Source: an optimization exercise on an open RTL-to-GDS flow (aim: small area and few clock cycles per item). Production flows keep margins and buffers that such runs may drop. In this exercise RTL edits were held to simulation tests only and were not proved equivalent to the original.

red:
==> flow/design.v <==
module	dblcordicpll (
		input	wire			i_clk,
		input	wire			i_reset,
		input	wire			i_ld,
		input	wire	[31:0]		i_step,
		input	wire			i_ce,
		input	wire	signed	[15:0]	i_input,
		input	wire	[4:0]		i_lgcoeff,
		output	wire	[15:0]		o_err,
		output	wire	[31:0]		o_phase,
		output	wire			pd_done
	);
	reg	[31:0]		r_phase, r_step;
	reg	signed	[15:0]	fil_sin, fil_cos;
	reg	[3:0]		lg;
	reg			st_rot, st_f1, st_vld, st_vec, st_done, st_post;
	reg	[3:0]		cm;	 
	wire	[15:0]		nfil_cos, nfil_sin;	 
	reg	signed	[23:0]	xv, yv;
	reg	signed	[31:0]	ph;
	wire	idle = !(st_rot || st_f1 || st_vld || st_vec || st_done);
	wire	last_rot = (cm == 4'd8);
	wire	last_vec = (cm == 4'd10);
	wire	[3:0]	lga = lg - 4'd1;	 
	always @(posedge i_clk)
	if (i_reset)
	begin
		st_rot  <= 1'b0;
		st_f1   <= 1'b0;
		st_vld  <= 1'b0;
		st_vec  <= 1'b0;
		st_done <= 1'b0;
		st_post <= 1'b0;
	end else begin
		st_rot  <= i_ce || (st_rot && !last_rot);
		st_f1   <= st_rot && last_rot;
		st_vld  <= st_f1;
		st_vec  <= st_vld || (st_vec && !last_vec);
		st_done <= st_vec && last_vec;
		st_post <= st_done;
	end
	always @(posedge i_clk)
	if (i_ce)
		cm <= 4'd1;
	else if (st_f1)
		cm <= { 1'b0, lga[3:1] };
	else if (st_vld)
		cm <= 4'd0;
	else
		cm <= cm + 4'd1;
	always @(posedge i_clk)
	if (i_ce)
		lg <= i_lgcoeff[3:0];
	wire	e23 = yv[23] ? !((&yv) && xv[22]) : ((~|yv) && xv[22]);
	wire	same = st_done && (yv[23] == e23);
	wire	[29:0]	ca = ctab | { 22'd0, same, 2'b00, {3{same}}, {2{st_done}} };
	reg	[29:0]	cb, ctab;
	always @(*)
	case ({ idle, st_rot, cm })
	6'h20, 6'h21, 6'h22, 6'h23, 6'h24, 6'h25, 6'h26, 6'h27, 6'h28, 6'h29,
	6'h2a, 6'h2b, 6'h2c, 6'h2d, 6'h2e, 6'h2f,
	6'h30, 6'h31, 6'h32, 6'h33, 6'h34, 6'h35, 6'h36, 6'h37, 6'h38, 6'h39,
	6'h3a, 6'h3b, 6'h3c, 6'h3d, 6'h3e, 6'h3f: ctab = 30'h12e4051d;
	6'h11: ctab = 30'h09fb385b;
	6'h12: ctab = 30'h028b0d43;
	6'h13: ctab = 30'h00a2f61e;
	6'h14: ctab = 30'h0028be53;
	6'h15: ctab = 30'h000a2f98;
	6'h16: ctab = 30'h00028be6;
	6'h17: ctab = 30'h0000a2f9;
	6'h18: ctab = 30'h000028be;
	6'h01: ctab = 30'h051111d4;
	6'h02: ctab = 30'h0145d7e1;
	6'h03: ctab = 30'h00517c55;
	6'h04: ctab = 30'h00145f2e;
	6'h05: ctab = 30'h000517cc;
	6'h06: ctab = 30'h000145f3;
	6'h07: ctab = 30'h0000517c;
	6'h08: ctab = 30'h0000145f;
	6'h09: ctab = 30'h00000517;
	6'h0a: ctab = 30'h00000145;
		default: ctab = 30'h0;
	endcase
	always @(*)
	case ({ st_rot, cm })
	5'h11: cb = 30'h051111d4;
	5'h12: cb = 30'h0145d7e1;
	5'h13: cb = 30'h00517c55;
	5'h14: cb = 30'h00145f2e;
	5'h15: cb = 30'h000517cc;
	5'h16: cb = 30'h000145f3;
	5'h17: cb = 30'h0000517c;
	5'h18: cb = 30'h0000145f;
	5'h00: cb = 30'h09fb385b;
	5'h01: cb = 30'h028b0d43;
	5'h02: cb = 30'h00a2f61e;
	5'h03: cb = 30'h0028be53;
	5'h04: cb = 30'h000a2f98;
	5'h05: cb = 30'h00028be6;
	5'h06: cb = 30'h0000a2f9;
	5'h07: cb = 30'h000028be;
	5'h08: cb = 30'h00000a2f;
	5'h09: cb = 30'h0000028b;
	5'h0a: cb = 30'h000000a2;
	5'h0b: cb = 30'h0000004e;
	default: cb = 30'h0;
	endcase
	wire	[31:0]	nco = ~r_phase;
	wire	[2:0]	q = nco[31:29];
	wire	[31:0]	rp = { {2{nco[29]}}, nco[29:0] };
	wire		re = !nco[29];	 
	wire	[1:0]	vq = { nfil_cos[15], nfil_sin[15] };
	wire	signed [15:0]	nsrc = idle ? i_input : (vq == 2'b10) ? nfil_cos : nfil_sin;
	wire	signed [17:0]	nval = -{ {2{nsrc[15]}}, nsrc };
	wire	signed [23:0]	n4 = { nval, 6'd0 };
	wire	signed [23:0]	n2 = { nval[17], nval, 5'd0 };
	wire	signed [23:0]	p4 = { {2{i_input[15]}}, i_input, 6'd0 };
	wire	signed [23:0]	p2 = { {3{i_input[15]}}, i_input, 5'd0 };
	wire	signed [23:0]	fx = { {2{nfil_cos[15]}}, nfil_cos, 6'd0 };
	wire	signed [23:0]	fy = { {2{nfil_sin[15]}}, nfil_sin, 6'd0 };
	reg	signed [23:0]	lx, ly;
	always @(*)
	if (idle)
		case (q)
		3'b001, 3'b010: begin lx = n4; ly = re ? n2 : p2; end
		3'b011, 3'b100: begin lx = re ? p2 : n2; ly = n4; end
		3'b101, 3'b110: begin lx = p4; ly = re ? p2 : n2; end
		default:        begin lx = re ? n2 : p2; ly = p4; end
		endcase
	else
		case (vq)
		2'b10:   begin lx = fy; ly = n4; end
		2'b11:   begin lx = n4; ly = fx; end
		default: begin lx = fx; ly = fy; end
		endcase
	reg	[2:0]	vp;
	always @(*)
	case (vq)
	2'b01: vp = 3'h7;
	2'b10: vp = 3'h3;
	2'b11: vp = 3'h5;
	default: vp = 3'h1;
	endcase
	wire	[4:0]	sa = { cm, 1'b0 };
	wire		lshift = st_done || st_post;
	wire	[4:0]	sb = { lshift ? lga[3:1] : cm, 1'b1 };
	wire		ea = idle ? re : st_rot ? !ph[31] : yv[23];
	wire	signed [23:0]	xsfa = xv >>> sa;
	wire	signed [23:0]	ysfa = yv >>> sa;
	wire	[23:0]	xsa = { xsfa[23:4], st_rot ? 4'd0 : xsfa[3:0] };
	wire	[23:0]	ysa = { ysfa[23:4], st_rot ? 4'd0 : ysfa[3:0] };
	wire	[23:0]	xa, ya;
	wire	[31:0]	pa;
	bkadd #(.W(24)) axa (.a(xv), .b(ysa ^ {24{ea}}),  .ci(ea),  .s(xa));
	bkadd #(.W(24)) aya (.a(yv), .b(xsa ^ {24{!ea}}), .ci(!ea), .s(ya));
	bkadd #(.W(32)) apa (.a(idle ? rp : ph), .b({ 2'b00, ca } ^ {32{ea}}), .ci(ea), .s(pa));
	wire		eb = st_rot ? !pa[31] : ya[23];
	wire	[31:0]	pfs;
	wire	signed [23:0]	xsfb = $signed(lshift ? pfs[31:8] : xa) >>> sb;
	wire	signed [23:0]	ysfb = $signed(lshift ? pfs[23:0] : ya) >>> sb;
	wire	[23:0]	xsb = { xsfb[23:4], st_rot ? 4'd0 : xsfb[3:0] };
	wire	[23:0]	ysb = { ysfb[23:4], st_rot ? 4'd0 : ysfb[3:0] };
	wire	[23:0]	xb, yb;
	wire	[31:0]	pb;
	bkadd #(.W(24)) axb (.a(xa), .b(ysb ^ {24{eb}}),  .ci(eb),  .s(xb));
	bkadd #(.W(24)) ayb (.a(ya), .b(xsb ^ {24{!eb}}), .ci(!eb), .s(yb));
	bkadd #(.W(32)) apb (.a(pa), .b({ 2'b00, cb } ^ {32{eb}}), .ci(eb), .s(pb));
	wire	[15:0]	tr_cos, tr_sin;
	filt1 fc (.v(xv), .f(fil_cos), .t(tr_cos));
	filt1 fs (.v(yv), .f(fil_sin), .t(tr_sin));
	bkadd #(.W(16)) afc (.a(fil_cos), .b(xsfa[23:8]), .ci(1'b0), .s(nfil_cos));
	bkadd #(.W(16)) afs (.a(fil_sin), .b(ysfa[23:8]), .ci(1'b0), .s(nfil_sin));
	always @(posedge i_clk)
	if (i_reset)
	begin
		fil_cos <= 16'd0;
		fil_sin <= 16'd0;
	end else if (st_vld)
	begin
		fil_cos <= nfil_cos;
		fil_sin <= nfil_sin;
	end
	wire	signed [31:0]	pfin = st_post ? ph : pa;
	assign	pfs = lg[0] ? pfin : (pfin >>> 1);
	wire	signed [31:0]	pcorr = { xsfb, ysfb[7:0] };
	always @(posedge i_clk)
	if (i_ce || st_vld)
	begin
		xv <= lx;
		yv <= ly;
	end else if (st_f1)
	begin
		xv <= lga[0] ? { tr_cos[15], tr_cos, 7'd0 } : { tr_cos, 8'd0 };
		yv <= lga[0] ? { tr_sin[15], tr_sin, 7'd0 } : { tr_sin, 8'd0 };
	end else begin
		xv <= xb;
		yv <= yb;
	end
	always @(posedge i_clk)
	if (i_ce)
		ph <= pa;
	else if (st_vld)
		ph <= { vp, 29'd0 };
	else if (st_done)
		ph <= pcorr >>> 2;
	else
		ph <= pb;
	wire		lsub = st_done || st_post;
	wire	[31:0]	la = st_post ? r_step : r_phase;
	wire	[31:0]	lb = lsub ? ~pcorr : r_step;
	wire	[31:0]	lsum;
	bkadd #(.W(32)) aloop (.a(la), .b(lb), .ci(lsub), .s(lsum));
	always @(posedge i_clk)
	if (i_reset)
		r_phase <= 32'd0;
	else if (st_done || st_f1)
		r_phase <= lsum;
	always @(posedge i_clk)
	if (i_reset)
		r_step <= 32'd0;
	else if (i_ld)
		r_step <= i_step;
	else if (st_post)
		r_step <= lsum;
	assign	pd_done = st_done;
	assign	o_err   = pa[31:16];
	assign	o_phase = r_phase;
endmodule
module	bkadd #(parameter W = 24) (
		input	wire	[W-1:0]	a, b,
		input	wire		ci,
		output	wire	[W-1:0]	s
	);
	localparam N = W + 1;			 
	localparam L = (N > 32) ? 6 : (N > 16) ? 5 : (N > 8) ? 4 : (N > 4) ? 3 : (N > 2) ? 2 : 1;
	wire [N-1:0] g [0:2*L];
	wire [N-1:0] p [0:2*L];
	assign g[0] = { a & b, ci };
	assign p[0] = { a ^ b, 1'b0 };
	genvar i, j;
	generate
	for (i = 0; i < L; i = i + 1) begin : UP
		for (j = 0; j < N; j = j + 1) begin : N_
			if ((j % (2 << i)) == (2 << i) - 1) begin : OP
				assign g[i+1][j] = g[i][j] | (p[i][j] & g[i][j - (1 << i)]);
				assign p[i+1][j] = p[i][j] & p[i][j - (1 << i)];
			end else begin : PASS
				assign g[i+1][j] = g[i][j];
				assign p[i+1][j] = p[i][j];
			end
		end
	end
	for (i = L - 2; i >= 0; i = i - 1) begin : DN
		for (j = 0; j < N; j = j + 1) begin : N_
			if ((j >= (3 << i) - 1) && ((j - ((3 << i) - 1)) % (2 << i) == 0)) begin : OP
				assign g[2*L-1-i][j] = g[2*L-2-i][j] | (p[2*L-2-i][j] & g[2*L-2-i][j - (1 << i)]);
				assign p[2*L-1-i][j] = p[2*L-2-i][j] & p[2*L-2-i][j - (1 << i)];
			end else begin : PASS
				assign g[2*L-1-i][j] = g[2*L-2-i][j];
				assign p[2*L-1-i][j] = p[2*L-2-i][j];
			end
		end
	end
	endgenerate
	assign s = p[0][N-1:1] ^ g[2*L-1][N-2:0];
endmodule
module	filt1 (
		input	wire	[23:0]	v,
		input	wire	[15:0]	f,
		output	wire	[15:0]	t
	);
	wire		c = v[6] & (v[7] | v[5] | v[4]);
	wire	[15:0]	pm, d;
	rcadd #(.W(16)) ar (.a(v[22:7]), .b(16'd0), .ci(c), .s(pm));
	rcadd #(.W(16)) ad (.a(pm), .b(~f), .ci(1'b1), .s(d));
	rcadd #(.W(16)) at (.a(d), .b({ d[15], d[15:1] }), .ci(1'b0), .s(t));
endmodule
module rcadd #(parameter W = 16) (input [W-1:0] a, b, input ci, output [W-1:0] s, output co);
	wire [W:0] c; assign c[0] = ci;
	genvar i;
	generate for (i = 0; i < W; i = i + 1) begin : BIT
		assign s[i] = a[i] ^ b[i] ^ c[i];
		assign c[i+1] = (a[i] & b[i]) | (c[i] & (a[i] ^ b[i]));
	end endgenerate
	assign co = c[W];
endmodule
Settings: LEC_CHECK=0, ABC_AREA=1, CAP_MARGIN=20, CORE_MARGIN=2, CORE_UTILIZATION=40, PLACE_DENSITY=0.6, SLEW_MARGIN=20; clock period 10.0 ns.
run.sh (not shown) runs the stock make flow with config.mk's settings and CLKGATE_MAP_FILE= SYNTH_SCRIPT=/design/flow/synth_recipe.tcl, a recipe that flattens the netlist after the stock synthesis.
Testbench counts of red, summed over its fixed seeds: cycles 88,320, items 3,840.
Edits applied to the flow inputs when going from red to blue:
diff --git a/flow/design.v b/flow/design.v
--- a/flow/design.v
+++ b/flow/design.v
@@ -15,8 +15,9 @@
 	reg	[3:0]		lg;
 	reg			st_rot, st_f1, st_vld, st_vec, st_done, st_post;
 	reg	[3:0]		cm;	 
 	wire	[15:0]		nfil_cos, nfil_sin;	 
+	wire	signed [31:0]	pcorr;			 
 	reg	signed	[23:0]	xv, yv;
 	reg	signed	[31:0]	ph;
 	wire	idle = !(st_rot || st_f1 || st_vld || st_vec || st_done);
 	wire	last_rot = (cm == 4'd8);
@@ -163,9 +164,12 @@
 	wire	[23:0]	xb, yb;
 	wire	[31:0]	pb;
 	bkadd #(.W(24)) axb (.a(xa), .b(ysb ^ {24{eb}}),  .ci(eb),  .s(xb));
 	bkadd #(.W(24)) ayb (.a(ya), .b(xsb ^ {24{!eb}}), .ci(!eb), .s(yb));
-	bkadd #(.W(32)) apb (.a(pa), .b({ 2'b00, cb } ^ {32{eb}}), .ci(eb), .s(pb));
+	wire		lsub = st_done || st_post;
+	wire	[31:0]	pba = (st_f1 || st_done) ? r_phase : st_post ? r_step : pa;
+	wire	[31:0]	pbb = st_f1 ? r_step : lsub ? ~pcorr : ({ 2'b00, cb } ^ {32{eb}});
+	bkadd #(.W(32)) apb (.a(pba), .b(pbb), .ci(lsub || (eb && !st_f1)), .s(pb));
 	wire	[15:0]	tr_cos, tr_sin;
 	filt1 fc (.v(xv), .f(fil_cos), .t(tr_cos));
 	filt1 fs (.v(yv), .f(fil_sin), .t(tr_sin));
 	bkadd #(.W(16)) afc (.a(fil_cos), .b(xsfa[23:8]), .ci(1'b0), .s(nfil_cos));
@@ -181,9 +185,9 @@
 		fil_sin <= nfil_sin;
 	end
 	wire	signed [31:0]	pfin = st_post ? ph : pa;
 	assign	pfs = lg[0] ? pfin : (pfin >>> 1);
-	wire	signed [31:0]	pcorr = { xsfb, ysfb[7:0] };
+	assign	pcorr = { xsfb, ysfb[7:0] };
 	always @(posedge i_clk)
 	if (i_ce || st_vld)
 	begin
 		xv <= lx;
@@ -204,25 +208,20 @@
 	else if (st_done)
 		ph <= pcorr >>> 2;
 	else
 		ph <= pb;
-	wire		lsub = st_done || st_post;
-	wire	[31:0]	la = st_post ? r_step : r_phase;
-	wire	[31:0]	lb = lsub ? ~pcorr : r_step;
-	wire	[31:0]	lsum;
-	bkadd #(.W(32)) aloop (.a(la), .b(lb), .ci(lsub), .s(lsum));
 	always @(posedge i_clk)
 	if (i_reset)
 		r_phase <= 32'd0;
 	else if (st_done || st_f1)
-		r_phase <= lsum;
+		r_phase <= pb;
 	always @(posedge i_clk)
 	if (i_reset)
 		r_step <= 32'd0;
 	else if (i_ld)
 		r_step <= i_step;
 	else if (st_post)
-		r_step <= lsum;
+		r_step <= pb;
 	assign	pd_done = st_done;
 	assign	o_err   = pa[31:16];
 	assign	o_phase = r_phase;
 endmodule
## What came out
The adder and majority cell fraction of the synthesized area in blue sits 1.6 points below the value recorded for red. When blue is set beside red, its clock-buffer cell count turns out to be 1 larger. For flip-flop and latch share of the layout cell area, red and blue come out practically identical. blue: data required time of the critical path 0.05 ns above red. Relative to red, the standard cell area after detailed placement measured on blue has increased slightly. The met1 routed wirelength after detailed routing number comes out lower for red vs blue. Compared with red, blue shows number of multi-input logic gates that has gone down by a few percent.
Testbench counts of blue, summed over its fixed seeds: cycles 88,320, items 3,840.

re-timing with driven ports:
Ports are ideal in the flow. The routed layouts listed here were re-timed in OpenROAD.
Step 1 (the two cells are an assumption about what drives the block):
set clk [get_ports {i_clk}]
set_driving_cell -lib_cell sky130_fd_sc_hd__clkbuf_16 $clk
set_driving_cell -lib_cell sky130_fd_sc_hd__buf_2 [delete_from_list [all_inputs] $clk]
Step 2 moves the port delays by t, midway between the first and last clock arrival at a register: inputs arrive t later, outputs are due t later. That takes back most of the time a late clock gives input paths.
Three values: no drivers, after step 1, after step 2; two values: the first two.
| run | t, ns | setup WS [ns] | worst register clock-pin slew, ns |
|---|---|---|---|
| red | 0.589 | 0.568 / 0.568 / 0.568 | 0.10 / 0.10 |
| blue | 0.583 | 0.553 / 0.553 / 0.553 | 0.10 / 0.10 |
After both steps setup and hold are still met in every run listed.
